Background: an optimization exercise with open tools, aiming at small area, a short achievable clock period and few clock cycles per item. Do not read the settings as production practice.
Where RTL was checked, it was by simulation tests only, not by an equivalence proof against the original.
Power and IR drop assume default switching activity.

==> flow/design.v (excerpt) <==
module pyjamask96(
    input clk,
    input reset_n,
    input load,
    input start,
    input [7:0] byte_in,
    input [7:0] byte_key_in,
    output reg valid,
    output reg [7:0] byte_out
    );
Size in the first run: ~2000 cells after synthesis, roughly 29 I/O pins, ~21000 sq um of cells after synthesis.
Settings: LEC_CHECK=0, CAP_MARGIN=20, CORE_MARGIN=2, CORE_UTILIZATION=40, PLACE_DENSITY=0.6, SETUP_SLACK_MARGIN=5, SLEW_MARGIN=20; clock period 8.0 ns.
standard.sh (not shown) runs the stock make flow with config.mk's settings and CLKGATE_MAP_FILE= SYNTH_SCRIPT=/design/flow/synth_recipe.tcl, a recipe that flattens the netlist after the stock synthesis.
==> flow/flow/run.sh <==
#!/bin/bash
set -euo pipefail
bash standard.sh SETUP_SLACK_MARGIN=5.4 finish > orfs_make.log 2>&1
The starting point finished with timing, DRC and antenna clean.
Testbench counts at the start, summed over its fixed seeds: cycles 8,064, blocks 192.
==> next run, changes <==
--- a/flow/design.v
+++ b/flow/design.v
@@ -6,24 +6,28 @@
     input start,
     input [7:0] byte_in,
     input [7:0] byte_key_in,
     output reg valid,
     output reg [7:0] byte_out
     );
-    reg         ph_ld, ph_run, ph_rot;
+    reg         ph_ld, ks1, ph_run, ph_rot;
     reg         loading;
     reg         started;
     reg [3:0]   cnt;
     reg [95:0]  state;
     reg [127:0] key;     
-    wire [31:0] x1 = state[95:64], x2 = state[63:32], x0 = state[31:0];
+    wire [95:0] sl = {state[39:32], state[31:24], state[23:16], state[15:8], state[7:0], state[95:88], state[87:80], state[79:72], state[71:64], state[63:56], state[55:48], state[47:40]};    
+    wire [31:0] x0 = sl[95:64], x1 = sl[63:32], x2 = sl[31:0];
     wire [31:0] k0 = key[127:96], k1 = key[95:64], k2 = key[63:32], k3 = key[31:0];
-    wire [31:0] sb0 = x1 ^ (x0 & x2);
-    wire [31:0] sb1 = x2 ^ (x0 | x1);
-    wire [31:0] sb2 = ~(x0 ^ (x1 & ~x2));
+    wire g = ph_run;
+    wire [31:0] sb0 = ({32{g}} & x1) ^ ({32{g}} & x0 & x2);
+    wire [31:0] sb1 = ({32{g}} & x2) ^ ({32{g}} & (x0 | x1));
+    wire [31:0] sb2 = ({32{g}} & x0) ^ ({32{g}} & x1 & ~x2);
     wire [31:0] mr0, mr1, mr2;
+    wire [95:0] mr = {mr0, mr1, mr2};
+    wire [95:0] rk = {k0, k1, ~k2};
     wire [31:0] ka = k0 ^ k1, kb = k2 ^ k3;
     wire [31:0] kx0 = k1 ^ kb;
     wire [31:0] kmk;
     wire [31:0] kx1 = k0 ^ kb, kx2 = k3 ^ ka, kx3 = k2 ^ ka;
     wire [31:0] nk0 = kmk ^ {24'h0, 4'h8, cnt};
     wire [31:0] nk1 = {kx1[7:0],  kx1[31:8]}  ^ 32'h00006a00;
@@ -520,12 +524,13 @@
     assign kmk[29] = kx0[17] ^ mk_f1[20] ^ mk_f3[29] ^ mk_f3[13] ^ mk_f3[25];
     assign kmk[30] = kx0[18] ^ mk_f1[21] ^ mk_f3[30] ^ mk_f3[14] ^ mk_f3[26];
     assign kmk[31] = kx0[19] ^ mk_f1[22] ^ mk_f3[31] ^ mk_f3[15] ^ mk_f3[27];
     always @(posedge clk or negedge reset_n) begin
         if (!reset_n) begin
             ph_ld   <= 1'b1;
+            ks1     <= 1'b0;
             ph_run  <= 1'b0;
             ph_rot  <= 1'b0;
             loading <= 1'b0;
             started <= 1'b0;
             valid   <= 1'b0;
             cnt     <= 4'd0;
@@ -539,20 +544,26 @@
                     end
                 end else begin
                     cnt <= cnt + 4'd1;
                     if (cnt == 4'd15) begin
                         loading <= 1'b0;
                         ph_ld   <= 1'b0;
-                        ph_run  <= 1'b1;
+                        ks1     <= 1'b1;
                     end
                 end
             end
+            if (ks1) begin
+                cnt    <= 4'd1;
+                ks1    <= 1'b0;
+                ph_run <= 1'b1;
+                if (start) started <= 1'b1;
+            end
             if (ph_run) begin
                 cnt <= cnt + 4'd1;
                 if (start) started <= 1'b1;
-                if (cnt == 4'd13) begin
+                if (cnt == 4'd14) begin
                     cnt    <= 4'd0;
                     ph_run <= 1'b0;
                     ph_rot <= 1'b1;
                     if (start | started) valid <= 1'b1;
                 end
             end
@@ -568,23 +579,21 @@
                         valid  <= 1'b1;
                     end
                 end
             end
         end
     end
-    wire [7:0] low_in = (loading & cnt[3] & cnt[2]) ? state[95:88] : (byte_in ^ byte_key_in);
-    always @(posedge clk) begin
-        if (ph_ld)
-            state <= {state[87:0], low_in};
-        else if (ph_run)
-            state <= {mr1 ^ nk1, mr2 ^ nk2, mr0 ^ nk0};
-        else
-            state <= {state[7:0], state[95:8]};
-    end
+    wire       rot_in = ks1 | (loading & cnt[3] & cnt[2]);
+    wire [7:0] low_in = rot_in ? state[95:88] : (byte_in ^ byte_key_in);
+    wire [95:0] b = ph_run ? {rk[55:48], rk[47:40], rk[39:32], rk[31:24], rk[23:16], rk[15:8], rk[7:0], rk[95:88], rk[87:80], rk[79:72], rk[71:64], rk[63:56]} :
+                    ph_rot ? {state[7:0], state[95:8]} :
+                             {state[87:0], low_in};
+    always @(posedge clk)
+        state <= {mr[55:48], mr[47:40], mr[39:32], mr[31:24], mr[23:16], mr[15:8], mr[7:0], mr[95:88], mr[87:80], mr[79:72], mr[71:64], mr[63:56]} ^ b;
     always @(posedge clk) begin
         if (ph_ld)
             key <= {key[119:0], byte_key_in};
         else
             key <= {nk0, nk1, nk2, nk3};
     end
-    always @(*) byte_out = state[39:32];
+    always @(*) byte_out = state[47:40];
 endmodule
Setup slack improves by 0.093 ns.
Sequential power is higher by about a fifth.
Die area fell slightly.
Routed wire length drops by a little under a tenth.
Design area falls by about a fifth.
Global-route usage fell by 1.3 points.
Register-to-register slack gets better by 0.15 ns.
Sequential cell count went up by 1.
Total power is higher by well over a third.
Via count falls by a few percent.
Clock-buffer cell count rises by 2.
Critical path depth fell by 6.
Utilization came out lower by 8.5 points.
Clock skew increases by 0.010 ns.
No functional check of the RTL was part of the second run of this note.

[port drivers added, routing unchanged]
Ports are ideal in the flow. The routed layouts listed here were re-timed in OpenROAD. Step 1 sets driving cells, clkbuf_16 on the clock port and buf_2 on the other inputs (assumed; they add their load-dependent delay and slew). Step 2 adds t to the input delays and takes it off the output delays; t is the mean of the earliest and latest rising clock arrival at the registers after step 1. Input paths then give back, and output paths get back, about the clock's delay inside the block. a / b / c = no drivers / after step 1 / after step 2; a / b = the first two.
| run | shift t [ns] | setup slack, ns | cell pins on the clock port's net |
|---|---|---|---|
| the first run | 0.627 | 5.195 / 5.195 / 4.661 | 1 |
| the second run | 0.637 | 5.288 / 5.235 / 4.880 | 1 |
After both steps setup and hold are still met in every run listed. For the first run, which loses most, drivers alone change the setup slack by 0.000 ns; drivers and shift together by -0.534 ns.
